From an optimization exercise on the open Yosys and OpenROAD flow, aimed at a short achievable clock period and few clock cycles; shortcuts taken in it are not production practice. The RTL was checked by simulation tests, not by an equivalence proof against the original design. Power and IR drop assume default switching activity.

$ cat flow/run.sh
#!/bin/bash
# Standard ORFS layout (the standard.sh, unchanged synthesis), with timing repair
# asked for a larger setup margin so that it keeps shortening the worst paths.
set -euo pipefail
cd "$(dirname "$0")/.."
bash standard.sh SETUP_SLACK_MARGIN=8 TNS_END_PERCENT=20 finish > standard_flow.log 2>&1
$ cat standard.sh
#!/bin/bash
# synth_recipe.tcl (not shown) runs the flow's synth.tcl, then flattens the netlist and writes it again
# the make line also repeats each setting of config.mk as NAME=value (left out here)
make -C /OpenROAD-flow-scripts/flow DESIGN_CONFIG=/design/flow/config.mk WORK_HOME=/design/flow/orfs CLKGATE_MAP_FILE= SYNTH_SCRIPT=/design/flow/synth_recipe.tcl "${@:-finish}"
$ cat config.mk
export PLATFORM = sky130hd
export DESIGN_NAME = processor
export DESIGN_NICKNAME = processor
export VERILOG_FILES = /design/flow/design.v
export SDC_FILE = /design/flow/constraint.sdc
export NUM_CORES = 4
export LEC_CHECK = 0
export CAP_MARGIN = 20
export CORE_MARGIN = 2
export CORE_UTILIZATION = 40
export SETUP_SLACK_MARGIN = 0.5
export SLEW_MARGIN = 20
$ cat constraint.sdc
create_clock -name core_clock -period 11.0 [get_ports {clk}]
set_input_delay 2.2000 -clock core_clock [delete_from_list [all_inputs] [get_ports {clk}]]
set_output_delay 2.2000 -clock core_clock [all_outputs]
set_load 0.01 [all_outputs]
$ cat design.v
module adder(a,b,out);
input [31:0]  a,b;
output [31:0] out;
assign out=a+b;
endmodule
module shift(shout,shin);
output [31:0] shout;
input [31:0] shin;
assign shout=shin<<2;
endmodule
module signext(in1,out1);
input [15:0] in1;
output [31:0] out1;
assign 	 out1 = {{ 16 {in1[15]}}, in1};
endmodule
module zeroext(in1,out1);
input [15:0] in1;
output [31:0] out1;
assign 	 out1 = {{ 16'b0}, in1};
endmodule
module mult2_to_1_32(out, i0,i1,s0);
output [31:0] out;
input [31:0]i0,i1;
input s0;
assign out = s0 ? i1:i0;
endmodule
module mult2_to_1_5(out, i0,i1,s0);
output [4:0] out;
input [4:0]i0,i1;
input s0;
assign out = s0 ? i1:i0;
endmodule
module mult4_to_1_32(out, i0, i1, i2, i3, s0, s1);
    output [31:0] out;
    input [31:0] i0, i1, i2, i3;
    input s0, s1;
    assign out = (s1 == 0 && s0 == 0) ? i0 :
                 (s1 == 0 && s0 == 1) ? i1 :
                 (s1 == 1 && s0 == 0) ? i2 :
                                        i3;
endmodule
module mult4_to_1_5(out, i0, i1, i2, i3, s0, s1);
    output [4:0] out;
    input [4:0] i0, i1, i2, i3;
    input s0, s1;
    assign out = (s1 == 0 && s0 == 0) ? i0 :
                 (s1 == 0 && s0 == 1) ? i1 :
                 (s1 == 1 && s0 == 0) ? i2 :
                                        i3;
endmodule
module control(in,func,regdest,alusrc,memtoreg,regwrite,memread,memwrite,branch,aluop1,aluop2,aluop3,brvControl,jmxorControl,jalpcControl,balnControl,blezalControl,noriControl);  
input [5:0] in; 
input [5:0] func; 
output regdest,alusrc,memtoreg,regwrite,memread,memwrite,branch,aluop1,aluop2,aluop3;
output brvControl,jmxorControl,jalpcControl,balnControl,blezalControl,noriControl;  
wire rformat,lw,sw,beq;
wire nori,blezal,jalpc,baln;
wire jmxor,brv;
assign rformat=~|in;
assign jmxor=(~|in) & (func[5] & (~func[4]) & (~func[3]) & (~func[2]) & (~func[1]) & (func[0]));  
assign brv=(~|in) & ((~func[5]) & (func[4]) & (~func[3]) & func[2] & (~func[1]) & (~func[0]));  
assign lw=in[5]& (~in[4])&(~in[3])&(~in[2])&in[1]&in[0];
assign sw=in[5]& (~in[4])&in[3]&(~in[2])&in[1]&in[0];
assign beq=~in[5]& (~in[4])&(~in[3])&in[2]&(~in[1])&(~in[0]);
assign nori=(~in[5]) & (~in[4]) & in[3] & in[2] & in[1] & in[0];  
assign blezal=in[5] & (~in[4]) & (~in[3]) & in[2] & (~in[1]) & (~in[0]);  
assign jalpc=(~in[5]) & in[4] & in[3] & in[2] & in[1] & in[0];  
assign baln=(~in[5]) & in[4] & in[3] & (~in[2]) & in[1] & in[0];  
assign regdest=rformat;
assign alusrc=lw|sw|nori;  
assign memtoreg=lw;
assign regwrite=rformat|lw|nori|blezal|jalpc|baln|jmxor;  
assign memread=lw;
assign memwrite=sw;
assign branch=beq;
assign aluop1=beq|nori;
assign aluop2=rformat|nori|brv|jmxor;  
assign aluop3=blezal;
assign noriControl=nori;
assign blezalControl=blezal; 
assign jalpcControl=jalpc;
assign balnControl=baln;
assign jmxorControl=jmxor;
assign brvControl=brv;
endmodule
module alucont(aluop2,aluop1,aluop0,f5,f4,f3,f2,f1,f0,gout); 
input aluop2,aluop1,aluop0,f5,f4,f3,f2,f1,f0;
output [3:0] gout;
reg [3:0] gout;
always @(aluop2 or aluop1 or aluop0 or f5 or f4 or f3 or f2 or f1 or f0)
begin
gout = 4'b0010;  
if(aluop2) gout = 4'b1111;
if(~aluop2 & ~aluop1 & ~aluop0)  gout=4'b0010;
if(~aluop2 & ~aluop1 & aluop0)gout=4'b0110;  
if(~aluop2 & aluop1 & aluop0)gout=4'b1010;  
if(~aluop2 & aluop1 & ~aluop0) 
begin
	if (f5&(~(f4|f3|f2|f1|f0)))gout=4'b0010; 	 
	if ((f5)&(~f4)&(~f3)&(~f2)&(f1)&(~f0))gout=4'b0110;		 
	if ((f5)&(~f4)&(~f3)&(f2)&(~f1)&(~f0))gout=4'b0000;		 
	if ((f5)&(~f4)&(~f3)&(f2)&(~f1)&(f0))gout=4'b0001;			 
	if ((f5)&(~f4)&(f3)&(~f2)&(f1)&(~f0))gout=4'b0111;			 
	if ((~f5)&(f4)&(~f3)&(f2)&(~f1)&(~f0))gout=4'b1000;   
	if ((f5)&(~f4)&(~f3)&(~f2)&(~f1)&(f0))gout=4'b1001;	 
end
end
endmodule
module alu32(sum,a,b,zout,gin, statusN,statusV,statusZ,nORv); 
output [31:0] sum;
output nORv;
input [31:0] a,b; 
input [3:0] gin; 
reg [31:0] sum;
reg [31:0] less;
output zout;
reg zout, nORv;
reg nORv_1;
output reg statusZ, statusN, statusV;
reg tempZ, tempN, tempV;
always @(a or b or gin)
begin
    tempZ = 0;
    tempN = 0;
    tempV = 0;
    nORv_1 = 0;
    less = 0;
    case(gin)
    4'b0010: begin
        sum=a+b;          
		if ((a[31]&b[31]&(~sum[31]) )| ((~a[31])&(~b[31])&(sum[31]))) tempV=1;
        end
    4'b0110: begin
        sum=a+1+(~b);     
		if ((a[31]&(~b[31])&(~sum[31])) | ((~a[31])&(b[31])&(sum[31]))) tempV=1;
        end
    4'b0111: begin 
        less=a+1+(~b);     
        if (less[31]) sum=1;
        else sum=0;
        end
    4'b1111: begin
        if (a[31] || a == 0) 
        begin
            sum = a;  
            nORv_1 = 1;
        end
        else sum = 1;
        end 
    4'b0000: sum=a & b;     
    4'b0001: sum=a|b;         
    4'b1010: sum=~(a | b);  
    4'b1001: sum=a^b;         
	4'b1000: sum=a;           
    default: sum=32'b0;
    endcase
    tempZ = (sum == 0) ? 1 : 0;
    tempN = sum[31];
zout=~(|sum);
nORv = nORv_1;
statusZ = tempZ;
statusN = tempN;
statusV = tempV;
end
endmodule
module processor(
input clk,
input rst,
output [31:0] imem_addr,
input  [31:0] imem_data,
output [31:0] dmem_addr,
output [31:0] dmem_wdata,
output dmem_we,
output dmem_re,
input  [31:0] dmem_rdata,
output ret_valid,
output [31:0] ret_pc,
output ret_we,
output [4:0] ret_waddr,
output [31:0] ret_wdata
);
reg [31:0] pc_f;
reg        v_d, hit_d, stall_q;
reg [31:0] ir_d, pc_d, pc4_d;
reg [31:0] rs_oh_d, rt_oh_d;    
reg        v_e, hit_e;
reg [31:0] a_e, b_e, sd_e, pc_e, pc4_e, st_e, pnx_e;
reg        we_e, lw_e, sw_e, link_e;
reg [4:0]  wa_e;
reg        sub_e, s_ar_e, s_and_e, s_or_e, s_xor_e, s_nor_e, s_slt_e, s_pass_e;
reg        j_e, jx_e, brv_e, baln_e, blez_e, beq_e;
reg        v_m;
reg [31:0] res_m, pc_m;
reg        we_m, lw_m;
reg [4:0]  wa_m;
reg        wen_w;            
reg [31:0] wsel_w;           
reg [31:0] res_w;
reg [4:0]  wa_w;
reg [31:0] dmem_addr_q, dmem_wdata_q;
reg        dmem_we_q, dmem_re_q;
reg        ret_valid_q, ret_we_q;
reg [31:0] ret_pc_q, ret_wdata_q;
reg [4:0]  ret_waddr_q;
reg        flag_n, flag_v;
reg [31:0] rf [0:31];
reg        btb_v   [0:31];
reg [6:0]  btb_tag [0:31];
reg [31:0] btb_tgt [0:31];
reg        bu_set, bu_clr;
reg [31:0] bu_oh;            
reg [4:0]  bu_idx;
reg [6:0]  bu_tag;
reg [31:0] bu_tgt;
assign imem_addr = pc_f;
wire [31:0] pc4_f  = pc_f + 32'd4;
wire [4:0]  idx_f  = pc_f[6:2];
wire        hit_f  = btb_v[idx_f] & (btb_tag[idx_f] == {pc_f[11:7], pc_f[1:0]});
wire [31:0] pred_f = hit_f ? btb_tgt[idx_f] : pc4_f;
wire [5:0] op_d = ir_d[31:26];
wire [5:0] fn_d = ir_d[5:0];
wire [4:0] rs_d = ir_d[25:21];
wire [4:0] rt_d = ir_d[20:16];
wire [4:0] rd_d = ir_d[15:11];
wire rtype_d  = (op_d == 6'h00);
wire i_brv    = rtype_d & (fn_d == 6'h14);
wire i_jmxor  = rtype_d & (fn_d == 6'h21);
wire i_sub    = rtype_d & (fn_d == 6'h22);
wire i_and    = rtype_d & (fn_d == 6'h24);
wire i_or     = rtype_d & (fn_d == 6'h25);
wire i_slt    = rtype_d & (fn_d == 6'h2a);
wire i_lw     = (op_d == 6'h23);
wire i_sw     = (op_d == 6'h2b);
wire i_beq    = (op_d == 6'h04);
wire i_nori   = (op_d == 6'h0f);
wire i_blezal = (op_d == 6'h24);
wire i_jalpc  = (op_d == 6'h1f);
wire i_baln   = (op_d == 6'h1b);
wire need_b = ~(i_lw | i_nori | i_blezal | i_brv);
wire [31:0] sext_d = {{16{ir_d[15]}}, ir_d[15:0]};
wire [31:0] zext_d = {16'd0, ir_d[15:0]};
wire [31:0] bx_e  = sub_e ? ~b_e : b_e;
wire [31:0] sum_e = a_e + bx_e + {31'd0, sub_e};
wire [31:0] r_e =
      ({32{s_ar_e}}   & sum_e)
    | ({32{s_and_e}}  & (a_e & b_e))
    | ({32{s_or_e}}   & (a_e | b_e))
    | ({32{s_xor_e}}  & (a_e ^ b_e))
    | ({32{s_nor_e}}  & ~(a_e | b_e))
    | ({32{s_pass_e}} & a_e)
    | {31'd0, s_slt_e & sum_e[31]};
wire n_e = r_e[31];
wire v_e_flag = s_ar_e & (a_e[31] == bx_e[31]) & (sum_e[31] != a_e[31]);
wire [31:0] res_e = link_e ? pc4_e : r_e;
wire blez_c = a_e[31] | (a_e == 32'd0);
wire take_e = j_e | (baln_e & flag_n) | (brv_e & flag_v) | (blez_e & blez_c) | (beq_e & (a_e == b_e));
wire [31:0] dyn_e = brv_e ? a_e : (a_e ^ b_e);      
wire [31:0] tgt_e = jx_e ? dyn_e : st_e;
wire tgt_ok = jx_e ? (dyn_e == pnx_e) : (st_e == pnx_e);
wire mis_e  = v_e & (take_e ? ~tgt_ok : (pc4_e != pnx_e));
wire [31:0] next_e = take_e ? tgt_e : pc4_e;
wire hit_e_a = v_e & we_e & (wa_e == rs_d);
wire hit_m_a = v_m & we_m & (wa_m == rs_d);
wire hit_w_a = wen_w & (wa_w == rs_d);
wire hit_e_b = v_e & we_e & (wa_e == rt_d);
wire hit_m_b = v_m & we_m & (wa_m == rt_d);
wire hit_w_b = wen_w & (wa_w == rt_d);
reg [31:0] rf_a, rf_b;
integer k;
always @(*) begin
  rf_a = 32'd0;
  rf_b = 32'd0;
  for (k = 0; k < 32; k = k + 1) begin
    rf_a = rf_a | ({32{rs_oh_d[k]}} & rf[k]);
    rf_b = rf_b | ({32{rt_oh_d[k]}} & rf[k]);
  end
end
wire [31:0] m_val = lw_m ? dmem_rdata : res_m;
wire [31:0] a_old = hit_m_a ? m_val : hit_w_a ? res_w : rf_a;
wire [31:0] b_old = hit_m_b ? m_val : hit_w_b ? res_w : rf_b;
wire [31:0] a_pre = (hit_e_a & link_e) ? pc4_e : a_old;
wire [31:0] b_pre = (hit_e_b & link_e) ? pc4_e : b_old;
wire        a_alu = hit_e_a & ~link_e;
wire        b_alu = hit_e_b & ~link_e;
wire        use_imm = i_lw | i_sw | i_nori;
wire [31:0] imm_d   = i_nori ? zext_d : sext_d;
wire [31:0] a_fwd = a_alu ? r_e : a_pre;
wire [31:0] b_fwd = b_alu ? r_e : b_pre;
wire [31:0] bi_fwd = (b_alu & ~use_imm) ? r_e : (use_imm ? imm_d : b_pre);
wire [5:0] op_f = imem_data[31:26];
wire [5:0] fn_f = imem_data[5:0];
wire [4:0] rs_f = imem_data[25:21];
wire [4:0] rt_f = imem_data[20:16];
wire need_b_f = ~((op_f == 6'h23) | (op_f == 6'h0f) | (op_f == 6'h24) |
                  ((op_f == 6'h00) & (fn_f == 6'h14)));
wire haz_f = (i_lw & ((rt_d == rs_f) | (need_b_f & (rt_d == rt_f)))) |
             (i_blezal & ((rs_f == 5'd25) | (need_b_f & (rt_f == 5'd25))));
wire stall = v_d & stall_q;
wire go_d     = v_d & ~stall & ~mis_e;
wire [31:0] bta_d  = pc4_d + {sext_d[29:0], 2'b00};
wire [31:0] jta_d  = {pc4_d[31:28], ir_d[25:0], 2'b00};
wire [31:0] st_d   = i_baln ? jta_d : bta_d;
wire redir_d = v_d & ~stall & i_jalpc & ~hit_d;
integer i;
always @(posedge clk) begin
  if (rst) begin
    pc_f <= 32'd0;
    v_d  <= 1'b0;
  end else if (mis_e) begin
    pc_f <= next_e;
    v_d  <= 1'b0;
  end else if (redir_d) begin
    pc_f <= bta_d;
    v_d  <= 1'b0;
  end else if (!stall) begin
    pc_f <= pred_f;
    v_d  <= 1'b1;
  end
  stall_q <= ~rst & v_d & ~stall & haz_f;
  if (!stall) begin
    hit_d <= hit_f;
    ir_d  <= imem_data;
    for (i = 0; i < 32; i = i + 1) begin
      rs_oh_d[i] <= (rs_f == i);
      rt_oh_d[i] <= (rt_f == i);
    end
    pc_d  <= pc_f;
    pc4_d <= pc4_f;
  end
  v_e <= go_d & ~rst;
  begin
    a_e     <= a_fwd;
    b_e     <= bi_fwd;
    sd_e    <= b_fwd;
    pc_e    <= pc_d;
    pc4_e   <= pc4_d;
    st_e    <= st_d;
    pnx_e   <= redir_d ? bta_d : pc_f;
    hit_e   <= hit_d;
    we_e    <= rtype_d | i_lw | i_nori | i_jalpc | i_baln;
    wa_e    <= i_blezal ? 5'd25 : (i_jmxor | i_baln) ? 5'd31 : rtype_d ? rd_d : rt_d;
    lw_e    <= i_lw;
    sw_e    <= i_sw;
    link_e  <= i_jmxor | i_blezal | i_jalpc | i_baln;
    sub_e   <= i_sub | i_slt | i_beq;
    s_ar_e  <= ~(i_and | i_or | i_slt | i_brv | i_jmxor | i_nori | i_blezal);
    s_and_e  <= i_and;
    s_or_e   <= i_or;
    s_xor_e  <= i_jmxor;
    s_nor_e  <= i_nori;
    s_slt_e  <= i_slt;
    s_pass_e <= i_brv | i_blezal;
    j_e     <= i_jalpc | i_jmxor;
    jx_e    <= i_jmxor | i_brv;
    brv_e   <= i_brv;
    baln_e  <= i_baln;
    blez_e  <= i_blezal;
    beq_e   <= i_beq;
  end
  bu_set <= v_e & take_e & ~rst;
  for (i = 0; i < 32; i = i + 1) bu_oh[i] <= v_e & take_e & ~rst & (pc_e[6:2] == i);
  bu_clr <= v_e & ~take_e & hit_e & ~rst;
  bu_idx <= pc_e[6:2];
  bu_tag <= {pc_e[11:7], pc_e[1:0]};
  bu_tgt <= tgt_e;
  for (i = 0; i < 32; i = i + 1)
    if (bu_oh[i]) begin
      btb_tag[i] <= bu_tag;
      btb_tgt[i] <= bu_tgt;
    end
  v_m   <= v_e & ~rst;
  dmem_we_q <= v_e & sw_e & ~rst;
  dmem_re_q <= v_e & lw_e & ~rst;
  if (v_e & (lw_e | sw_e)) dmem_addr_q <= sum_e;
  if (v_e & sw_e) dmem_wdata_q <= sd_e;
  begin
    res_m <= res_e;
    pc_m  <= pc_e;
    we_m  <= we_e | (blez_e & blez_c);
    wa_m  <= wa_e;
    lw_m  <= lw_e;
  end
  if (v_e) begin
    flag_n <= n_e;
    flag_v <= v_e_flag;
  end
  wen_w <= v_m & we_m & ~rst;
  for (i = 0; i < 32; i = i + 1) wsel_w[i] <= v_m & we_m & ~rst & (wa_m == i);
  res_w <= m_val;
  wa_w  <= wa_m;
  ret_valid_q <= v_m & ~rst;
  if (v_m) begin
    ret_pc_q    <= pc_m;
    ret_we_q    <= we_m;
    ret_waddr_q <= wa_m;
    ret_wdata_q <= m_val;
  end
  for (i = 0; i < 32; i = i + 1)
    if (wsel_w[i]) rf[i] <= res_w;
end
always @(posedge clk)
  if (rst) begin
    for (i = 0; i < 32; i = i + 1) btb_v[i] <= 1'b0;
  end else begin
    for (i = 0; i < 32; i = i + 1)
      if (bu_oh[i]) btb_v[i] <= 1'b1;
      else if (bu_clr & (bu_idx == i)) btb_v[i] <= 1'b0;
  end
assign dmem_addr  = dmem_addr_q;
assign dmem_wdata = dmem_wdata_q;
assign dmem_we    = dmem_we_q;
assign dmem_re    = dmem_re_q;
assign ret_valid = ret_valid_q;
assign ret_pc    = ret_pc_q;
assign ret_we    = ret_we_q;
assign ret_waddr = ret_waddr_q;
assign ret_wdata = ret_wdata_q;
endmodule
==> impl_metrics.tcl, run 1 <==
set metrics [dict create \
    outcome "timing/DRC/antenna clean" \
    syn_area_per_cell_um2 14.9 \
    arrival_ns 4.95 \
    grt_max_degree 77 \
    worstMarginPinSlew_ns 1.26 \
    post-synth-top-count-cell "edfxtp_1" \
    port_buffers 234 \
    die_w_um 555 \
    detail_route.iter0.violations 18900 \
    synth.area.top_cells "edfxtp_1 64%, dfxtp_1 8.6%, a22oi_1 6.0%, a221oi_1 2.2%, a22o_1 2.2%" \
    power_mw 29.3 \
    critical_path_class "flip-flop to flip-flop" \
    synthesis.nets 8326 \
    drv_cap 0 \
    wire_per_inst_um 41.5 \
    via_per_inst 6.95 \
    cts_buffer_depth 4 \
    yosysWarnings 5 \
    firstDrtPassIters 12 \
    place_congestion 0.954 \
    synth_top_area_frac 0.636 \
    drc 0 \
    cts_sinks 3090 \
    top_regs "btb_tgt: 1024 flops, rf: 1024 flops, btb_tag: 224 flops" \
    cp-end-kind "flip-flop" \
    root_buffer "clkbuf_16" \
    clkTransAtPathRegs_ns 0.06 \
    period_share 0.381 \
    synth.largest_area_cell "edfxtp_1" \
    synthFlopType "edfxtp_1" \
    slew_viol_final 0 \
    first_global_vias 85300 \
    insertion_delay_ns 0.95 \
    finalSetupViolations 0 \
    synth_cells 8129 \
    initial_utilization 0.401 \
    met1_length_um 185000 \
    tritoncts "done" \
    synth.distinct_cells 83 \
    holdWs_ns 0.289 \
    cp_data_required_time_ns 11.76 \
    nFillCells 25600 \
    area_growth_syn_to_layout_pct 19.8 \
    ant_nets 0 \
    place_inst 12100 \
    seq_area_frac_synth 0.722 \
    design_area_um2 145000 \
    antenna_found_initial 19 \
    final_layout_size_suffix_gt1_frac 0.181 \
    dp_hpwl_um 295000 \
    setup_ws_ns 6.81 \
    htreeDepth 5 \
    io_pins 235 \
    ys_ff_latch 3090 \
    dr_wl_met3_um 80500 \
    grt_first_pass_wirelength_um 717000 \
    die_area_um2 308000 \
    placed_area_um2 129000 \
    p_per_area_nw_per_um2 201 \
    route.met2.wl_um 229000 \
    fin_crit_ns 4.19 \
    coreArea_um2 302000 \
    grt_overflow 0 \
    vdd_drop_max_v 0.000143 \
    cp-start-kind "flip-flop" \
    relSlewSlack 0.158 \
    nets 8916 \
    fin_skew_ns 0.0740 \
    top_layer_used "met5" \
    finalHoldViolCount 0 \
    die_h_um 555 \
    wl_um 538000 \
    synth-edff-count 2567 \
    finalNonFillerCells 13000 \
    finalSetupTns_ns 0 \
    place_ws_ns 5.14 \
    max_freq_ghz 0.238 \
    p_leak_nw 49.6 \
    netlist_area_um2 121000 \
    routed-via-count 90200 \
    synth_common_cells "2567 x edfxtp_1, 965 x a22oi_1, 523 x dfxtp_1" \
    cts_inserted_buffers 326 \
    fin_util 0.481 \
    hold_path.class "flip-flop to flip-flop" \
    track_usage 0.336 \
    critPathMaxFanout 23 \
    num_rows 202 \
    async_flop_share 0 \
    rsz0062_at_grt "true" \
]
==> worst max-delay path, stage by stage (launching register included) <==
cell and delay, ns:
edfxtp_1 0.79, buf_4 0.54, a22o_1 0.30, a221oi_1 0.21, nand3_1 0.11, nor4_1 1.00
a21oi_1 0.47, mux2i_1 0.40, a21oi_1 0.13
==> area by class of cell <==
type                            count  area [µm²]  share of cell area
Inverter                          173         671             0.00462
Sequential cell                  3090       87800               0.604
Timing Repair Buffer              781        7820              0.0538
Clock buffer                      433        8980              0.0618
Antenna cell                       16        40.0            0.000276
Timing Repair inverter              3        43.8            0.000301
Tap cell                         3978        4980              0.0343
Clock inverter                    159        1510              0.0104
Multi-Input combinational cell   4344       33500               0.230
==> layout by cell type (no fill, tap or decap), drive strengths merged, types with 99 or more instances in the layout <==
cell type      netlist  final
ha                 129    129
edfxtp            2567   2567
nand2              191    191
a22oi              965    965
a221oi             311    311
xor2               120    120
nor4                99     99
nand4              215    215
mux2i              135    135
dfxtp              523    523
buf                107    576
a21oi              292    292
clkbuf             417    463
nor2               322    322
o21ai              116    116
a22o               302    302
clkdlybuf4s50        0    138
nand3              256    258
inv                172    185
clkinv               1    113
==> repair_timing <==
item | 4_1_cts | 5_1_grt
gates resized for setup | 591 | 353
hold buffers | 0 | 0
buffers inserted | 150 | 66
endpoints found under the setup margin | 442 | 429
cloned | 26 | 6
pin swaps | 118 | 69
==> worst paths after layout <==
kind | from | end | slack [ns] | depth (start not counted)
worst max-delay path | rs_oh_d[18]$_DFFE_PN_ | a_e[4]$_DFF_P_ | 6.81 | 8
worst min-delay path | pc_e[8]$_DFF_P_ | bu_tag[3]$_DFF_P_ | 0.29 | 0
worst max register to register | rs_oh_d[18]$_DFFE_PN_ | a_e[4]$_DFF_P_ | 6.81 | 8
worst min register to register | pc_e[8]$_DFF_P_ | bu_tag[3]$_DFF_P_ | 0.29 | 0
==> cell families after synthesis <==
logic type	share of synthesized area
flip-flops	0.722
AO/OA/AOI/OAI	0.150
buffers and inverters	0.0223
adder cells (fa/ha/maj)	0.0136
XOR/XNOR	0.0157
AND/OR/NAND/NOR	0.0579
multiplexers	0.0189
==> where the power goes <==
part           total (mW)  switching [mW]  internal (mW)
Sequential           14.8           0.905           13.8
Combinational        3.52            2.33           1.19
Clock                11.0            4.67           6.31
Total                29.3            7.91           21.3
==> routing by layer <==
layer  track usage  vias to the layer above
li1              -                    34300
met1         0.432                    44800
met2         0.496                     8965
met3        0.0976                     2194
met4         0.219                        4
met5             0                        -
Testbench counts, summed over its fixed seeds: cycles 135,889.
==> run 2: changes to the inputs <==
--- a/design.v
+++ b/design.v
@@ -180,6 +180,7 @@
 output [31:0] ret_wdata
 );
 reg [31:0] pc_f;
+reg [31:0] pcoh_f;           
 reg        v_d, hit_d, stall_q;
 reg [31:0] ir_d, pc_d, pc4_d;
 reg [31:0] rs_oh_d, rt_oh_d;    
@@ -193,10 +194,7 @@
 reg [31:0] res_m, pc_m;
 reg        we_m, lw_m;
 reg [4:0]  wa_m;
-reg        wen_w;            
-reg [31:0] wsel_w;           
-reg [31:0] res_w;
-reg [4:0]  wa_w;
+reg [31:0] wsel_m;           
 reg [31:0] dmem_addr_q, dmem_wdata_q;
 reg        dmem_we_q, dmem_re_q;
 reg        ret_valid_q, ret_we_q;
@@ -207,16 +205,30 @@
 reg        btb_v   [0:31];
 reg [6:0]  btb_tag [0:31];
 reg [31:0] btb_tgt [0:31];
+reg        btb_abs [0:31];   
 reg        bu_set, bu_clr;
 reg [31:0] bu_oh;            
 reg [4:0]  bu_idx;
 reg [6:0]  bu_tag;
 reg [31:0] bu_tgt;
+reg        bu_abs;
 assign imem_addr = pc_f;
 wire [31:0] pc4_f  = pc_f + 32'd4;
-wire [4:0]  idx_f  = pc_f[6:2];
-wire        hit_f  = btb_v[idx_f] & (btb_tag[idx_f] == {pc_f[11:7], pc_f[1:0]});
-wire [31:0] pred_f = hit_f ? btb_tgt[idx_f] : pc4_f;
+reg        bv_f, babs_f;
+reg [6:0]  btag_f;
+reg [31:0] btgt_f;
+integer j;
+always @(*) begin
+  bv_f = 1'b0; babs_f = 1'b0; btag_f = 7'd0; btgt_f = 32'd0;
+  for (j = 0; j < 32; j = j + 1) begin
+    bv_f   = bv_f   | (pcoh_f[j] & btb_v[j]);
+    babs_f = babs_f | (pcoh_f[j] & btb_abs[j]);
+    btag_f = btag_f | ({7{pcoh_f[j]}} & btb_tag[j]);
+    btgt_f = btgt_f | ({32{pcoh_f[j]}} & btb_tgt[j]);
+  end
+end
+wire        hit_f  = bv_f & (btag_f == {pc_f[11:7], pc_f[1:0]});
+wire [31:0] pred_f = hit_f ? {babs_f ? btgt_f[31:12] : pc_f[31:12], btgt_f[11:0]} : pc4_f;
 wire [5:0] op_d = ir_d[31:26];
 wire [5:0] fn_d = ir_d[5:0];
 wire [4:0] rs_d = ir_d[25:21];
@@ -261,10 +273,8 @@
 wire [31:0] next_e = take_e ? tgt_e : pc4_e;
 wire hit_e_a = v_e & we_e & (wa_e == rs_d);
 wire hit_m_a = v_m & we_m & (wa_m == rs_d);
-wire hit_w_a = wen_w & (wa_w == rs_d);
 wire hit_e_b = v_e & we_e & (wa_e == rt_d);
 wire hit_m_b = v_m & we_m & (wa_m == rt_d);
-wire hit_w_b = wen_w & (wa_w == rt_d);
 reg [31:0] rf_a, rf_b;
 integer k;
 always @(*) begin
@@ -276,8 +286,8 @@
   end
 end
 wire [31:0] m_val = lw_m ? dmem_rdata : res_m;
-wire [31:0] a_old = hit_m_a ? m_val : hit_w_a ? res_w : rf_a;
-wire [31:0] b_old = hit_m_b ? m_val : hit_w_b ? res_w : rf_b;
+wire [31:0] a_old = hit_m_a ? m_val : rf_a;
+wire [31:0] b_old = hit_m_b ? m_val : rf_b;
 wire [31:0] a_pre = (hit_e_a & link_e) ? pc4_e : a_old;
 wire [31:0] b_pre = (hit_e_b & link_e) ? pc4_e : b_old;
 wire        a_alu = hit_e_a & ~link_e;
@@ -301,21 +311,13 @@
 wire [31:0] jta_d  = {pc4_d[31:28], ir_d[25:0], 2'b00};
 wire [31:0] st_d   = i_baln ? jta_d : bta_d;
 wire redir_d = v_d & ~stall & i_jalpc & ~hit_d;
+wire [31:0] pc_n = rst ? 32'd0 : mis_e ? next_e : stall ? pc_f : redir_d ? bta_d : pred_f;
 integer i;
 always @(posedge clk) begin
-  if (rst) begin
-    pc_f <= 32'd0;
-    v_d  <= 1'b0;
-  end else if (mis_e) begin
-    pc_f <= next_e;
-    v_d  <= 1'b0;
-  end else if (redir_d) begin
-    pc_f <= bta_d;
-    v_d  <= 1'b0;
-  end else if (!stall) begin
-    pc_f <= pred_f;
-    v_d  <= 1'b1;
-  end
+  pc_f <= pc_n;
+  for (i = 0; i < 32; i = i + 1) pcoh_f[i] <= (pc_n[6:2] == i);
+  if (rst | mis_e | redir_d) v_d <= 1'b0;
+  else if (!stall) v_d <= 1'b1;
   stall_q <= ~rst & v_d & ~stall & haz_f;
   if (!stall) begin
     hit_d <= hit_f;
@@ -363,40 +365,36 @@
   bu_idx <= pc_e[6:2];
   bu_tag <= {pc_e[11:7], pc_e[1:0]};
   bu_tgt <= tgt_e;
+  bu_abs <= (tgt_e[31:12] != pc_e[31:12]);
   for (i = 0; i < 32; i = i + 1)
     if (bu_oh[i]) begin
       btb_tag[i] <= bu_tag;
       btb_tgt[i] <= bu_tgt;
+      btb_abs[i] <= bu_abs;
     end
   v_m   <= v_e & ~rst;
   dmem_we_q <= v_e & sw_e & ~rst;
   dmem_re_q <= v_e & lw_e & ~rst;
-  if (v_e & (lw_e | sw_e)) dmem_addr_q <= sum_e;
-  if (v_e & sw_e) dmem_wdata_q <= sd_e;
-  begin
-    res_m <= res_e;
-    pc_m  <= pc_e;
-    we_m  <= we_e | (blez_e & blez_c);
-    wa_m  <= wa_e;
-    lw_m  <= lw_e;
-  end
+  dmem_addr_q  <= sum_e;
+  dmem_wdata_q <= sd_e;
+  res_m <= res_e;
+  pc_m  <= pc_e;
+  we_m  <= we_e | (blez_e & blez_c);
+  wa_m  <= wa_e;
+  lw_m  <= lw_e;
+  for (i = 0; i < 32; i = i + 1)
+    wsel_m[i] <= v_e & ~rst & (we_e | (blez_e & blez_c)) & (wa_e == i);
   if (v_e) begin
     flag_n <= n_e;
     flag_v <= v_e_flag;
   end
-  wen_w <= v_m & we_m & ~rst;
-  for (i = 0; i < 32; i = i + 1) wsel_w[i] <= v_m & we_m & ~rst & (wa_m == i);
-  res_w <= m_val;
-  wa_w  <= wa_m;
   ret_valid_q <= v_m & ~rst;
-  if (v_m) begin
-    ret_pc_q    <= pc_m;
-    ret_we_q    <= we_m;
-    ret_waddr_q <= wa_m;
-    ret_wdata_q <= m_val;
-  end
+  ret_pc_q    <= pc_m;
+  ret_we_q    <= we_m;
+  ret_waddr_q <= wa_m;
+  ret_wdata_q <= m_val;
   for (i = 0; i < 32; i = i + 1)
-    if (wsel_w[i]) rf[i] <= res_w;
+    if (wsel_m[i]) rf[i] <= m_val;
 end
 always @(posedge clk)
   if (rst) begin
==> flow/run.sh (replaced) <==
#!/bin/bash
# Standard ORFS layout (the standard.sh, unchanged synthesis), with timing repair
# asked for a larger setup margin so that it keeps shortening the worst paths.
set -euo pipefail
cd "$(dirname "$0")/.."
bash standard.sh SETUP_SLACK_MARGIN=7.5 TNS_END_PERCENT=20 finish > standard_flow.log 2>&1
==> run 2 against run 1 <==
Effect of this change: global-route usage rose by 0.51 points; synthesized area down 1.0%; hold slack improved by 0.024 ns; die area is 1.0% lower; utilization shrank 0.075 points.
==> impl_metrics.tcl, run 2 <==
set metrics [dict create \
    ys_ff_latch 3117 \
    async_flop_share 0 \
    dp_hpwl_um 304000 \
    synth.distinct_cells 78 \
    seq_area_frac_synth 0.725 \
    ant_nets 0 \
    rsz0062_at_grt "true" \
    arrival_ns 4.63 \
    die_h_um 552 \
    synth-edff-count 2465 \
    grt_first_pass_wirelength_um 713000 \
    top_regs "btb_tgt: 1024 flops, rf: 1024 flops, btb_tag: 224 flops" \
    coreArea_um2 299000 \
    routed-via-count 90200 \
    p_leak_nw 48.5 \
    final_cell_mix "2465 x edfxtp_1, 1224 x a22oi_1, 428 x dfxtp_1" \
    final_layout_size_suffix_gt1_frac 0.182 \
    max_freq_ghz 0.257 \
    drv_cap 0 \
    hold_path.class "flip-flop to flip-flop" \
    synth_common_cells "2465 x edfxtp_1, 1235 x a22oi_1, 652 x dfxtp_1" \
    crit_slowest_cell "nor4_1" \
    synth.largest_area_cell "edfxtp_1" \
    antenna_found_initial 52 \
    crit_chain "buf_4 > a22oi_1 > nand3_1 > nor4_1 > nand2_1 > o211ai_1 > o21ai_0" \
    firstDrtPassIters 9 \
    cp-start-kind "flip-flop" \
    syn_area_per_cell_um2 14.7 \
    placed_area_um2 128000 \
    htreeDepth 5 \
    place_congestion 0.975 \
    worstMarginPinSlew_ns 1.28 \
    fin_crit_ns 3.90 \
    synthesis.nets 8348 \
    initial_utilization 0.401 \
    finalHoldViolCount 0 \
    via_per_inst 6.95 \
    nets 8923 \
    synth_cells 8156 \
    first_global_vias 84800 \
    cp_data_required_time_ns 11.73 \
    die_w_um 552 \
    post-synth-top-count-cell "edfxtp_1" \
    synth.area.top_cells "edfxtp_1 62%, dfxtp_1 11%, a22oi_1 7.7%, a221oi_1 1.8%, a22o_1 1.8%" \
    detail_route.iter0.violations 18400 \
    root_buffer "clkbuf_16" \
    outcome "timing/DRC/antenna clean" \
    r2r_slack_ns 7.10 \
    cp-end-kind "flip-flop" \
    final_common_cell "edfxtp_1" \
    wire_per_inst_um 41.5 \
    vdd_drop_max_v 0.000138 \
    finalSetupTns_ns 0 \
    drc 0 \
    yosysWarnings 6 \
    critPathMaxFanout 24 \
    grt_overflow 0 \
    place_ws_ns 5.89 \
    die_area_um2 305000 \
    area_growth_syn_to_layout_pct 19.6 \
    slew_viol_final 0 \
    setup_ws_ns 7.10 \
    finalSetupViolations 0 \
    cts_inserted_buffers 326 \
    io_pins 235 \
    num_rows 201 \
    cpPeakStageDelay_ns 0.98 \
    netlist_area_um2 120000 \
    design_area_um2 144000 \
    holdWs_ns 0.314 \
    period_share 0.354 \
    fin_skew_ns 0.0648 \
    critical_path_class "flip-flop to flip-flop" \
    p_per_area_nw_per_um2 206 \
    cts_hold_buf 0 \
    cp_top_family "simple AND/OR/NAND/NOR gates" \
    port_buffers 234 \
    cp.buffers_inverters 1 \
    synth_top_area_frac 0.616 \
    track_usage 0.342 \
    grt_max_degree 73 \
    cts_buffer_depth 4 \
    synthFlopType "edfxtp_1" \
    tritoncts "done" \
    wl_um 539000 \
    relSlewSlack 0.138 \
    insertion_delay_ns 0.95 \
    cts_sinks 3117 \
    clkTransAtPathRegs_ns 0.07 \
]
run 2: metrics by stage:
stage	utilization	std cells	total power, mW
2_1_floorplan	-	8156	15.8
3_3_place_gp	0.428	12200	17.8
3_5_place_dp	0.429	12200	17.9
4_1_cts	0.476	12900	29.3
5_1_grt	0.480	13000	30.2
6_report	0.480	13000	29.7
run 2: metal layers:
metal	global-route usage	part of all wire	vias up
li1	-	-	34000
met2	0.485	0.41	8857
met3	0.125	0.16	2308
met1	0.433	0.34	44900
met4	0.234	0.087	53
met5	0.000625	0.00085	-
run 2: what timing repair did:
action	4_1_cts	5_1_grt
pin swaps	82	49
gates resized for setup	801	209
endpoints found under the setup margin	434	389
setup buffers	121	55
gates cloned	12	5
run 2: worst register-to-register path, cell delays in order (launching register included):
cell and delay [ns]:
edfxtp_1 0.82, buf_4 0.56, a22oi_1 0.35, nand3_1 0.12, nor4_1 0.98, nand2_1 0.43
o211ai_1 0.22, o21ai_0 0.23
run 2: power breakdown:
group,switching [mW],internal [mW]
clock,4.81,6.58
combinational,2.75,1.23
sequential,0.505,13.8
total,8.06,21.6
run 2: final cells by class:
class	instances	area, µm²
timing repair buffer	728	6700
clock inverter	166	1920
tap	3958	4950
timing repair inverter	2	10.0
multi-input combinational	4378	32600
clock buffer	436	9040
inverter	178	681
fill	25500	156000
sequential	3117	87700
antenna	20	50.0
run 2: cell families after synthesis:
group                    synth area share
flip-flops                          0.725
buffers and inverters              0.0211
XOR/XNOR                           0.0172
adder cells (fa/ha/maj)            0.0133
AND/OR/NAND/NOR                    0.0611
multiplexers                       0.0155
AO/OA/AOI/OAI                       0.147
run 2: worst paths after layout:
check	startpoint	end	cells past startpoint
worst max-delay path	rs_oh_d[1]$_DFFE_PN_	a_e[23]$_DFF_P_	7
worst min-delay path	sd_e[18]$_DFF_P_	dmem_wdata_q[18]$_DFF_P_	0
worst max register to register	rs_oh_d[1]$_DFFE_PN_	a_e[23]$_DFF_P_	7
worst min register to register	sd_e[18]$_DFF_P_	dmem_wdata_q[18]$_DFF_P_	0
Testbench counts of run 2, summed over its fixed seeds: cycles 135,275.
==> run 3: changes to the inputs <==
--- a/design.v
+++ b/design.v
@@ -312,10 +312,20 @@
 wire [31:0] st_d   = i_baln ? jta_d : bta_d;
 wire redir_d = v_d & ~stall & i_jalpc & ~hit_d;
 wire [31:0] pc_n = rst ? 32'd0 : mis_e ? next_e : stall ? pc_f : redir_d ? bta_d : pred_f;
+reg [31:0] oh_tgt, oh_pc4, oh_bta, oh_pred, oh_n;
+always @(*) begin
+  for (k = 0; k < 32; k = k + 1) begin
+    oh_tgt[k]  = (tgt_e[6:2] == k);
+    oh_pc4[k]  = (pc4_e[6:2] == k);
+    oh_bta[k]  = (bta_d[6:2] == k);
+    oh_pred[k] = hit_f ? (btgt_f[6:2] == k) : pcoh_f[(k + 31) % 32];    
+  end
+  oh_n = rst ? 32'd1 : mis_e ? (take_e ? oh_tgt : oh_pc4) : stall ? pcoh_f : redir_d ? oh_bta : oh_pred;
+end
 integer i;
 always @(posedge clk) begin
   pc_f <= pc_n;
-  for (i = 0; i < 32; i = i + 1) pcoh_f[i] <= (pc_n[6:2] == i);
+  pcoh_f <= oh_n;
   if (rst | mis_e | redir_d) v_d <= 1'b0;
   else if (!stall) v_d <= 1'b1;
   stall_q <= ~rst & v_d & ~stall & haz_f;
==> run 3 against run 2 <==
Effect of this change: still clean; total power is 1.9% higher; register-to-register slack worse by 0.08 ns; routed wire length rose by 5.4%; utilization grew 0.21 points; synthesized area is 1.5% higher; critical endpoint is now b_e[3]$_DFF_P_.
==> impl_metrics.tcl, run 3 <==
set metrics [dict create \
    netlist_area_um2 122000 \
    coreArea_um2 303000 \
    crit_slowest_cell "nor3_1" \
    nets 9163 \
    syn_area_per_cell_um2 14.5 \
    grt_max_degree 82 \
    dp_hpwl_um 315000 \
    drv_cap 0 \
    final_layout_size_suffix_gt1_frac 0.183 \
    power_mw 30.2 \
    r2r_start "rt_oh_d[10]$_DFFE_PN_" \
    synthesis.nets 8615 \
    finalSetupTns_ns 0 \
    post-synth-top-count-cell "edfxtp_1" \
    cts_inserted_buffers 327 \
    finalHoldViolCount 0 \
    synth.largest_area_cell "edfxtp_1" \
    synthFlopType "edfxtp_1" \
    worstMarginPinSlew_ns 1.36 \
    place_congestion 1.00 \
    final_cell_mix "2465 x edfxtp_1, 1110 x a22oi_1, 429 x dfxtp_1" \
    io_pins 235 \
    clkTransAtPathRegs_ns 0.07 \
    wl_um 568000 \
    fin_skew_ns 0.0495 \
    period_share 0.362 \
    htreeDepth 5 \
    detail_route.iter0.violations 20500 \
    p_per_area_nw_per_um2 207 \
    cp.buffers_inverters 1 \
    wire_per_inst_um 42.8 \
    placed_area_um2 130000 \
    busiest_layer "met2" \
    num_rows 202 \
    die_area_um2 309000 \
    insertion_delay_ns 0.95 \
    final_common_cell "edfxtp_1" \
    root_buffer "clkbuf_16" \
    ant_nets 0 \
    top_regs "btb_tgt: 1024 flops, rf: 1024 flops, btb_tag: 224 flops" \
    cts_buffer_depth 4 \
    port_buffers 234 \
    rsz0062_at_grt "true" \
    grt_first_pass_wirelength_um 750000 \
    cp-start-kind "flip-flop" \
    drc 0 \
    slew_viol_final 0 \
    die_w_um 556 \
    crit_start "rt_oh_d[10]$_DFFE_PN_" \
    synth.distinct_cells 85 \
    cp_data_required_time_ns 11.80 \
    cpMostUsedCell "nor2_1" \
    fin_crit_ns 3.98 \
    tritoncts "done" \
    grt.met3_usage 0.138 \
    synth-edff-count 2465 \
    finalSetupViolations 0 \
    via_per_inst 7.09 \
    outcome "timing/DRC/antenna clean" \
    hp-start "pc_m[26]$_DFF_P_" \
    track_usage 0.353 \
    met1_usage 0.463 \
    cp_top_family "simple AND/OR/NAND/NOR gates" \
    grt_overflow 0 \
    synth_common_cells "2465 x edfxtp_1, 1122 x a22oi_1, 652 x dfxtp_1" \
    die_h_um 556 \
    p_leak_nw 49.2 \
    cpPeakStageDelay_ns 0.94 \
    synth_top_area_frac 0.607 \
    cts_sinks 3117 \
    synth.area.top_cells "edfxtp_1 61%, dfxtp_1 11%, a22oi_1 6.9%, a221oi_1 2.3%, a22o_1 2.1%" \
    cts_hold_buf 0 \
    yosysWarnings 6 \
    crit_chain "buf_4 > a22o_1 > a221oi_1 > nand4_1 > nor3_1 > a21oi_1 > mux2_2 > nor2_1 > nor2_1" \
    grtUsageMet2 0.492 \
    ys_ff_latch 3117 \
    relSlewSlack 0.0935 \
    firstDrtPassIters 10 \
    max_freq_ghz 0.251 \
    critical_path_class "flip-flop to flip-flop" \
    hold_path.class "flip-flop to flip-flop" \
    cp-end-kind "flip-flop" \
    first_global_vias 86700 \
    design_area_um2 146000 \
    vdd_drop_max_v 0.000138 \
    synth_cells 8423 \
    holdWs_ns 0.325 \
    arrival_ns 4.77 \
    area_growth_syn_to_layout_pct 19.9 \
    critPathMaxFanout 24 \
    seq_area_frac_synth 0.715 \
    antenna_found_initial 50 \
    routed-via-count 94200 \
    async_flop_share 0 \
    initial_utilization 0.402 \
]
-- run 3: kinds of logic (layout without fill, tap and decap cells) --
| group | Yosys count | after routing | share of synthesized area |
|---|---|---|---|
| AO/OA/AOI/OAI | 2499 | 2499 | 0.152 |
| XOR/XNOR | 252 | 252 | 0.0181 |
| adder cells (fa/ha/maj) | 126 | 126 | 0.0131 |
| buffers and inverters | 735 | 1554 | 0.0233 |
| flip-flops | 3117 | 3117 | 0.715 |
| multiplexers | 171 | 172 | 0.0147 |
| other | 0 | 60 | 0 |
| AND/OR/NAND/NOR | 1523 | 1528 | 0.0640 |
-- run 3: final cells by class --
class | instances | area [µm²]
inverter | 196 | 777
tap | 3978 | 4980
clock buffer | 434 | 9060
timing repair buffer | 745 | 7480
fill | 25600 | 157000
sequential | 3117 | 87600
multi-input combinational | 4577 | 34000
timing repair inverter | 7 | 37.5
antenna | 60 | 150
clock inverter | 172 | 1930
-- run 3: repair_timing --
action | in CTS | in global routing
endpoints found under the setup margin | 416 | 435
pin swaps | 49 | 62
cloned | 25 | 14
hold endpoints to repair | 0 | 0
buffers inserted | 106 | 85
resized for setup | 872 | 262
-- run 3: worst register-to-register path: stages (launching register included) --
cell and delay, ns:
edfxtp_1 0.84, buf_4 0.59, a22o_1 0.32, a221oi_1 0.22, nand4_1 0.18, nor3_1 0.94
a21oi_1 0.18, mux2_2 0.36, nor2_1 0.12, nor2_1 0.10
-- run 3: metal layers --
metal / routed length (µm) / share of wire
met1: 196000 / 0.35
met2: 229000 / 0.40
met3: 99200 / 0.17
met4: 43900 / 0.077
met5: 267 / 0.00047
-- run 3: report_power, final --
group	switching (mW)	internal [mW]	total (mW)
Sequential	0.590	13.9	14.5
Clock	4.91	6.55	11.5
Combinational	2.97	1.28	4.25
-- run 3: through the flow --
step                worst slack, ns  std cells  utilization
finish                         7.02      13300        0.482
global route                   7.17      13300        0.482
CTS                            7.23      13100        0.475
detailed placement             5.35      12400        0.428
global placement               5.46      12400        0.428
floorplan                      7.21       8423            -
-- run 3: final timing paths --
| path | to | slack (ns) | depth (start not counted) |
|---|---|---|---|
| max | b_e[3]$_DFF_P_ | 7.02 | 9 |
| min | ret_pc_q[26]$_DFF_P_ | 0.33 | 0 |
| max reg2reg | b_e[3]$_DFF_P_ | 7.02 | 9 |
| min reg2reg | ret_pc_q[26]$_DFF_P_ | 0.33 | 0 |
Testbench counts of run 3, summed over its fixed seeds: cycles 135,275.
==> run 4: changes to the inputs <==
==> flow/run.sh (replaced) <==
#!/bin/bash
# Standard ORFS layout (the standard.sh, unchanged synthesis), with timing repair
# asked for a larger setup margin so that it keeps shortening the worst paths, and
# the port buffers made plain buffers (buf_4) rather than the smallest buffer-like cell.
set -euo pipefail
cd "$(dirname "$0")/.."
bash standard.sh SETUP_SLACK_MARGIN=7.5 TNS_END_PERCENT=20 \
  "BUFFER_PORTS_ARGS=-buffer_cell sky130_fd_sc_hd__buf_4" finish > standard_flow.log 2>&1
==> run 4 against run 3 <==
Effect of this change: global-route usage down 0.36 points; count of clock-buffer cells in the layout down 20; clock skew up 0.026 ns; sequential cell count unchanged; fmax down 0.12%; sequential power about the same; combinational power down 2%; synthesized area unchanged; hold slack worse by 0.0027 ns; routed wire length down 1.2%; register-to-register slack about the same; critical path depth down 2.
==> impl_metrics.tcl, run 4 <==
set metrics [dict create \
    hold_path.class "flip-flop to flip-flop" \
    tritoncts "done" \
    finalSetupViolations 0 \
    cp.buffers_inverters 1 \
    outcome "timing/DRC/antenna clean" \
    rsz0062_at_grt "true" \
    yosysWarnings 6 \
    num_rows 202 \
    slew_viol_final 0 \
    synth_top_family_by_area "compound AO/OA/AOI/OAI gates" \
    critPathMaxFanout 24 \
    insertion_delay_ns 0.96 \
    synth_top_area_frac 0.607 \
    io_pins 235 \
    cp-start-kind "flip-flop" \
    period_share 0.362 \
    place_ws_ns 5.22 \
    fin_util 0.476 \
    wire_per_inst_um 42.7 \
    dp_hpwl_um 317000 \
    drv_cap 0 \
    coreArea_um2 303000 \
    nFillCells 26000 \
    drc 0 \
    cts_sinks 3117 \
    fin_skew_ns 0.0754 \
    final_cell_mix "2465 x edfxtp_1, 1121 x a22oi_1, 575 x buf_4" \
    holdWs_ns 0.323 \
    multi_input_area_um2 34000 \
    cts_buffer_depth 4 \
    crit_chain "buf_4 > a22o_1 > a221oi_1 > nand3_1 > nor4_1 > a21oi_1 > mux2_2" \
    htreeDepth 5 \
    synth.largest_area_cell "edfxtp_1" \
    top_regs "btb_tgt: 1024 flops, rf: 1024 flops, btb_tag: 224 flops" \
    syn_area_per_cell_um2 14.5 \
    die_h_um 556 \
    netlist_area_um2 122000 \
    cp_data_required_time_ns 11.81 \
    track_usage 0.350 \
    synth.area.top_cells "edfxtp_1 61%, dfxtp_1 11%, a22oi_1 6.9%, a221oi_1 2.3%, a22o_1 2.1%" \
    final_layout_size_suffix_gt1_frac 0.189 \
    cpPeakStageDelay_ns 1.08 \
    detail_route.iter0.violations 19800 \
    die_area_um2 309000 \
    root_buffer "clkbuf_16" \
    finalHoldViolCount 0 \
    initial_utilization 0.402 \
    synthFlopType "edfxtp_1" \
    cp-end-kind "flip-flop" \
    clkTransAtPathRegs_ns 0.06 \
    wl_um 561000 \
    finalSetupTns_ns 0 \
    cp_top_family "compound AO/OA/AOI/OAI gates" \
    seq_area_frac_synth 0.715 \
    synth-edff-count 2465 \
    vdd_drop_max_v 0.000125 \
    first_global_vias 86100 \
    relSlewSlack 0.0864 \
    port_buffers 234 \
    grt_overflow 0 \
    worstMarginPinSlew_ns 1.37 \
    antenna_found_initial 52 \
    synthesis.nets 8615 \
    via_per_inst 7.09 \
    die_w_um 556 \
    cts_hold_buf 0 \
    synthXorXnorAreaFrac 0.0181 \
    setup_ws_ns 7.02 \
    synth-simple-area-share 0.0640 \
    critical_path_class "flip-flop to flip-flop" \
    post-synth-top-count-cell "edfxtp_1" \
    async_flop_share 0 \
    final_common_cell "edfxtp_1" \
    p_per_area_nw_per_um2 210 \
    ys_ff_latch 3117 \
    arrival_ns 4.80 \
    max_freq_ghz 0.251 \
    cts_inserted_buffers 323 \
    synth.distinct_cells 85 \
    routed-via-count 93300 \
    area_growth_syn_to_layout_pct 18.4 \
    p_leak_nw 48.5 \
    synth-compound-area-share 0.152 \
    synthMuxAreaShare 0.0147 \
    place_congestion 1.02 \
    grt_first_pass_wirelength_um 743000 \
    synthAdderAreaFrac 0.0131 \
    seq_area_um2 87600 \
    ant_nets 0 \
    synth_common_cells "2465 x edfxtp_1, 1122 x a22oi_1, 652 x dfxtp_1" \
    fin_crit_ns 3.98 \
    synth_cells 8423 \
    firstDrtPassIters 14 \
    crit_slowest_cell "edfxtp_1" \
    nets 9060 \
    grt_max_degree 71 \
]
[run 4: cell count changes in the layout (fill, tap and decap cells not counted), sizes merged, moves of 12 or more]
| cell | delta |
|---|---|
| bufinv | +12 |
| clkdlybuf4s15 | -31 |
| clkinvlp | -17 |
| buf | +89 |
| clkbuf | -22 |
| clkdlybuf4s50 | -55 |
| diode | -17 |
| dlygate4sd2 | -78 |
[run 4: path summary, 6_finish.rpt]
kind                                           start                 endpoint  slack, ns  depth (start not counted)
worst max-delay path            rs_oh_d[2]$_DFFE_PN_           a_e[7]$_DFF_P_       7.02                          7
worst max register to register  rs_oh_d[2]$_DFFE_PN_           a_e[7]$_DFF_P_       7.02                          7
worst min-delay path                 sd_e[3]$_DFF_P_  dmem_wdata_q[3]$_DFF_P_       0.32                          0
worst min register to register       sd_e[3]$_DFF_P_  dmem_wdata_q[3]$_DFF_P_       0.32                          0
[run 4: layout make-up]
cell class	count	area share
diodes	43	0.000746
flip-flops and latches	3117	0.607
clock buffers	414	0.0610
inverters	196	0.00538
clock inverters	183	0.0166
well taps	3978	0.0345
repair buffers	648	0.0387
multi-input cells	4578	0.236
repair inverters	4	0.000208
[run 4: cell families (layout without fill, tap and decap cells)]
family | count (synthesis) | after routing
buf+inv | 735 | 1445
compound gates | 2499 | 2499
fa+ha+maj | 126 | 126
flops | 3117 | 3117
simple gates | 1523 | 1530
xor+xnor | 252 | 252
mux | 171 | 171
other cells | 0 | 43
[run 4: layer usage]
metal / vias up / wire, µm / GRT usage
met3: 2294 / 93800 / 0.131
met1: 46400 / 197000 / 0.461
met2: 9675 / 227000 / 0.487
met5: - / 397 / 0
li1: 34800 / - / -
met4: 36 / 43900 / 0.213
[run 4: per-stage QoR]
step	cells	power [mW]	cell area, µm²
finish	13200	30.3	144000
global route	13100	30.9	144000
CTS	13100	29.9	143000
detailed placement	12400	18.2	129000
floorplan	8423	16.1	122000
global placement	12400	18.2	129000
[run 4: power by group]
group	switching, mW	internal (mW)	total (mW)
Sequential	0.588	13.9	14.5
Clock	4.93	6.71	11.6
Combinational	2.93	1.25	4.18
Total	8.44	21.9	30.3
[run 4: worst reg2reg max path, stage by stage, from the launching register on]
cell and delay (ns):
edfxtp_1 1.08, buf_4 0.80, a22o_1 0.33, a221oi_1 0.05, nand3_1 0.14, nor4_1 0.08
a21oi_1 0.94, mux2_2 0.48
[run 4: repair_timing]
action	4_1_cts	5_1_grt
endpoints found under the setup margin	419	321
pin swaps	51	63
buffers inserted	75	56
gates resized for setup	417	187
cloned	15	8
==> run 5: changes to the inputs <==
--- a/design.v
+++ b/design.v
@@ -183,7 +183,6 @@
 reg [31:0] pcoh_f;           
 reg        v_d, hit_d, stall_q;
 reg [31:0] ir_d, pc_d, pc4_d;
-reg [31:0] rs_oh_d, rt_oh_d;    
 reg        v_e, hit_e;
 reg [31:0] a_e, b_e, sd_e, pc_e, pc4_e, st_e, pnx_e;
 reg        we_e, lw_e, sw_e, link_e;
@@ -251,7 +250,7 @@
 wire need_b = ~(i_lw | i_nori | i_blezal | i_brv);
 wire [31:0] sext_d = {{16{ir_d[15]}}, ir_d[15:0]};
 wire [31:0] zext_d = {16'd0, ir_d[15:0]};
-wire [31:0] bx_e  = sub_e ? ~b_e : b_e;
+wire [31:0] bx_e  = b_e;
 wire [31:0] sum_e = a_e + bx_e + {31'd0, sub_e};
 wire [31:0] r_e =
       ({32{s_ar_e}}   & sum_e)
@@ -265,7 +264,7 @@
 wire v_e_flag = s_ar_e & (a_e[31] == bx_e[31]) & (sum_e[31] != a_e[31]);
 wire [31:0] res_e = link_e ? pc4_e : r_e;
 wire blez_c = a_e[31] | (a_e == 32'd0);
-wire take_e = j_e | (baln_e & flag_n) | (brv_e & flag_v) | (blez_e & blez_c) | (beq_e & (a_e == b_e));
+wire take_e = j_e | (baln_e & flag_n) | (brv_e & flag_v) | (blez_e & blez_c) | (beq_e & ((a_e ^ b_e) == 32'hffffffff));
 wire [31:0] dyn_e = brv_e ? a_e : (a_e ^ b_e);      
 wire [31:0] tgt_e = jx_e ? dyn_e : st_e;
 wire tgt_ok = jx_e ? (dyn_e == pnx_e) : (st_e == pnx_e);
@@ -275,16 +274,8 @@
 wire hit_m_a = v_m & we_m & (wa_m == rs_d);
 wire hit_e_b = v_e & we_e & (wa_e == rt_d);
 wire hit_m_b = v_m & we_m & (wa_m == rt_d);
-reg [31:0] rf_a, rf_b;
-integer k;
-always @(*) begin
-  rf_a = 32'd0;
-  rf_b = 32'd0;
-  for (k = 0; k < 32; k = k + 1) begin
-    rf_a = rf_a | ({32{rs_oh_d[k]}} & rf[k]);
-    rf_b = rf_b | ({32{rt_oh_d[k]}} & rf[k]);
-  end
-end
+wire [31:0] rf_a = rf[rs_d];
+wire [31:0] rf_b = rf[rt_d];
 wire [31:0] m_val = lw_m ? dmem_rdata : res_m;
 wire [31:0] a_old = hit_m_a ? m_val : rf_a;
 wire [31:0] b_old = hit_m_b ? m_val : rf_b;
@@ -296,7 +287,8 @@
 wire [31:0] imm_d   = i_nori ? zext_d : sext_d;
 wire [31:0] a_fwd = a_alu ? r_e : a_pre;
 wire [31:0] b_fwd = b_alu ? r_e : b_pre;
-wire [31:0] bi_fwd = (b_alu & ~use_imm) ? r_e : (use_imm ? imm_d : b_pre);
+wire        sub_d  = i_sub | i_slt | i_beq;
+wire [31:0] bi_fwd = (b_alu & ~use_imm) ? (r_e ^ {32{sub_d}}) : ((use_imm ? imm_d : b_pre) ^ {32{sub_d}});
 wire [5:0] op_f = imem_data[31:26];
 wire [5:0] fn_f = imem_data[5:0];
 wire [4:0] rs_f = imem_data[25:21];
@@ -312,6 +304,7 @@
 wire [31:0] st_d   = i_baln ? jta_d : bta_d;
 wire redir_d = v_d & ~stall & i_jalpc & ~hit_d;
 wire [31:0] pc_n = rst ? 32'd0 : mis_e ? next_e : stall ? pc_f : redir_d ? bta_d : pred_f;
+integer k;
 reg [31:0] oh_tgt, oh_pc4, oh_bta, oh_pred, oh_n;
 always @(*) begin
   for (k = 0; k < 32; k = k + 1) begin
@@ -332,10 +325,6 @@
   if (!stall) begin
     hit_d <= hit_f;
     ir_d  <= imem_data;
-    for (i = 0; i < 32; i = i + 1) begin
-      rs_oh_d[i] <= (rs_f == i);
-      rt_oh_d[i] <= (rt_f == i);
-    end
     pc_d  <= pc_f;
     pc4_d <= pc4_f;
   end
@@ -354,7 +343,7 @@
     lw_e    <= i_lw;
     sw_e    <= i_sw;
     link_e  <= i_jmxor | i_blezal | i_jalpc | i_baln;
-    sub_e   <= i_sub | i_slt | i_beq;
+    sub_e   <= sub_d;
     s_ar_e  <= ~(i_and | i_or | i_slt | i_brv | i_jmxor | i_nori | i_blezal);
     s_and_e  <= i_and;
     s_or_e   <= i_or;
==> run 5 against run 4 <==
Effect of this change: still clean; utilization rose by 1.0 points; global-route usage is 1.9 points higher; clock power hardly changed; sequential cell count is 64 lower; synthesized cell count is 0.90% higher; sequential share of layout area down 2.0 points; combinational power grew 3%; routed wire length rose by 4.5%; critical path type unchanged.
==> impl_metrics.tcl, run 5 <==
set metrics [dict create \
    outcome "timing/DRC/antenna clean" \
    die_w_um 553 \
    insertion_delay_ns 0.96 \
    ys_ff_latch 3053 \
    tritoncts "done" \
    cp_data_required_time_ns 11.63 \
    p_per_area_nw_per_um2 203 \
    drv_cap 0 \
    grt_overflow 0 \
    drc 0 \
    coreArea_um2 300000 \
    seqPwrFrac 0.474 \
    synthesis.nets 8662 \
    wl_um 587000 \
    relSlewSlack 0.129 \
    first_global_vias 87600 \
    grt_max_degree 63 \
    synth.distinct_cells 83 \
    die_area_um2 305000 \
    ant_nets 0 \
    via_per_inst 7.12 \
    final_cell_mix "2401 x edfxtp_1, 959 x a22oi_1, 626 x buf_4" \
    power_switching_mw 8.36 \
    cts_sinks 3053 \
    nets 9252 \
    worstMarginPinSlew_ns 1.30 \
    period_share 0.366 \
    clkPwrFrac 0.381 \
    synth-edff-count 2401 \
    root_buffer "clkbuf_16" \
    hold_path.class "flip-flop to flip-flop" \
    wire_per_inst_um 44.0 \
    switching_share 0.282 \
    routed-via-count 95000 \
    place_congestion 0.994 \
    cp-start-kind "flip-flop" \
    seq_area_frac_synth 0.707 \
    rsz0062_at_grt "true" \
    initial_utilization 0.402 \
    async_flop_share 0 \
    synthFlopType "edfxtp_1" \
    netlist_area_um2 120000 \
    combinationalPowerShare 0.146 \
    firstDrtPassIters 9 \
    clkTransAtPathRegs_ns 0.06 \
    design_area_um2 146000 \
    grt_first_pass_wirelength_um 771000 \
    synth_cells 8499 \
    arrival_ns 4.65 \
    port_buffers 234 \
    p_leak_nw 50.2 \
    p_int_mw 21.3 \
    finalSetupViolations 0 \
    vdd_drop_max_v 0.000136 \
    crit_slowest_cell "a21oi_1" \
    synth_common_cells "2401 x edfxtp_1, 982 x a22oi_1, 652 x dfxtp_1" \
    placed_area_um2 128000 \
    fin_crit_ns 4.03 \
    die_h_um 553 \
    fin_skew_ns 0.0547 \
    cts_hold_buf 0 \
    area_growth_syn_to_layout_pct 21.1 \
    cpPeakStageDelay_ns 0.86 \
    htreeDepth 5 \
    dp_hpwl_um 322000 \
    num_rows 201 \
    cts_buffer_depth 4 \
    yosysWarnings 6 \
    cts_inserted_buffers 323 \
    synth_top_area_frac 0.599 \
    critical_path_class "flip-flop to flip-flop" \
    io_pins 235 \
    finalSetupTns_ns 0 \
    cp-end-kind "flip-flop" \
    synth.area.top_cells "edfxtp_1 60%, dfxtp_1 11%, a22oi_1 6.1%, a221oi_1 2.2%, a22o_1 2.2%" \
    detail_route.iter0.violations 19600 \
    holdWs_ns 0.321 \
    crit_chain "inv_1 > ha_1 > mux2i_1 > a21oi_1 > xnor2_1 > nand4_1 > nor3_1 > nand3_1" \
    track_usage 0.369 \
    syn_area_per_cell_um2 14.2 \
    synth.largest_area_cell "edfxtp_1" \
    max_freq_ghz 0.248 \
    finalHoldViolCount 0 \
    post-synth-top-count-cell "edfxtp_1" \
    critPathMaxFanout 9 \
    final_layout_size_suffix_gt1_frac 0.213 \
    top_regs "btb_tgt: 1024 flops, rf: 1024 flops, btb_tag: 224 flops" \
    slew_viol_final 0 \
    antenna_found_initial 58 \
    final_common_cell "edfxtp_1" \
]
## run 5: area by class of cell
cell class                      count  area [µm²]
Multi-Input combinational cell   4731       35000
Tap cell                         3958        4950
Timing Repair Buffer              830        8750
Sequential cell                  3053       85600
Fill cell                       25300      154000
Clock inverter                    167        1790
Clock buffer                      420        9010
Antenna cell                       29        72.6
Inverter                          150         579
## run 5: worst max-delay path: cells and delay by family, from the launching register on
family / cells / cell delay (ns)
compound gates: 1 / 0.86
buf+inv: 1 / 0.07
flops: 1 / 0.43
mux: 1 / 0.31
fa+ha+maj: 1 / 0.49
xor+xnor: 1 / 0.21
simple gates: 3 / 1.33
## run 5: logic make-up (layout without fill, tap and decap cells)
family          Yosys count  count (layout)  share of synthesized area
compound gates         2492            2494                      0.154
xor+xnor                252             252                     0.0183
fa+ha+maj                97              97                     0.0103
buf+inv                 718            1567                     0.0233
flops                  3053            3053                      0.707
mux                     198             198                     0.0171
other cells               0              29                          0
simple gates           1689            1690                     0.0694
## run 5: worst paths after layout
check | to | slack, ns | depth (start not counted) | start
hold reg to reg | ret_pc_q[19]$_DFF_P_ | 0.32 | 0 | pc_m[19]$_DFF_P_
setup reg to reg | bu_abs$_DFF_P_ | 6.97 | 8 | a_e[22]$_DFF_P_
setup / recovery | bu_abs$_DFF_P_ | 6.97 | 8 | a_e[22]$_DFF_P_
hold / removal | ret_pc_q[19]$_DFF_P_ | 0.32 | 0 | pc_m[19]$_DFF_P_
## run 5: power by group through the flow
stage               combinational (mW)  sequential [mW]  clock (mW)
floorplan                         1.73             14.1           0
global placement                  3.60             14.3           0
detailed placement                3.62             14.3           0
CTS                               4.03             14.0        11.2
global route                      4.37             14.1        11.7
finish                            4.31             14.0        11.3
## run 5: through the flow
step	util	cells	setup WS (ns)	total power, mW
final	0.487	13300	6.97	29.6
after global routing	0.486	13300	6.98	30.1
after detailed placement	0.426	12400	5.39	17.9
after floorplan	-	8499	7.48	15.8
after CTS	0.482	13300	7.12	29.3
after global placement	0.426	12400	5.42	17.8
## run 5: repair_timing
item | CTS | global route
pin swaps | 151 | 76
resized for setup | 687 | 176
endpoints found under the setup margin | 399 | 355
setup buffers | 251 | 45
cloned | 37 | 5
## run 5: per-layer routing
layer	routed length [µm]	vias to the layer above	track usage
met5	528	-	0.00453
met4	52800	50	0.254
met3	98300	2716	0.159
met2	236000	9847	0.512
met1	199000	47100	0.462
li1	-	35300	-
Testbench counts of run 5, summed over its fixed seeds: cycles 135,275.

-- separate check: timing with driven ports --
How much do the figures lean on ideal ports? The routed layouts below were timed once more, with nothing changed but the port constraints. Step 1, drivers: a clkbuf_16 drives clk and a buf_2 each remaining input, both assumed. Step 2, shift: input delay + t, output delay - t, t = (earliest + latest rising clock arrival at the registers) / 2. This alone moves slack from input paths to output paths. a / b / c = ideal / step 1 / step 2; a / b = the first two.
run	t, ns	slack for setup (ns)	worst setup path after step 2	worst slew at a driven data input, ns	pins driven straight from the clock port
run 1	1.016	6.807 / 6.748 / 6.331	input to register	0.13	1
run 2	1.034	7.102 / 7.073 / 6.177	input to register	0.15	1
run 3	1.027	7.023 / 7.023 / 6.146	input to register	0.15	1
run 4	1.038	7.018 / 7.018 / 6.251	input to register	0.23	1
run 5	1.041	6.972 / 6.949 / 6.087	input to register	0.20	1
After both steps setup and hold are still met in every run listed. The setup slack of run 2, which loses most, moves by -0.029 ns with the drivers and by -0.925 ns with both steps.
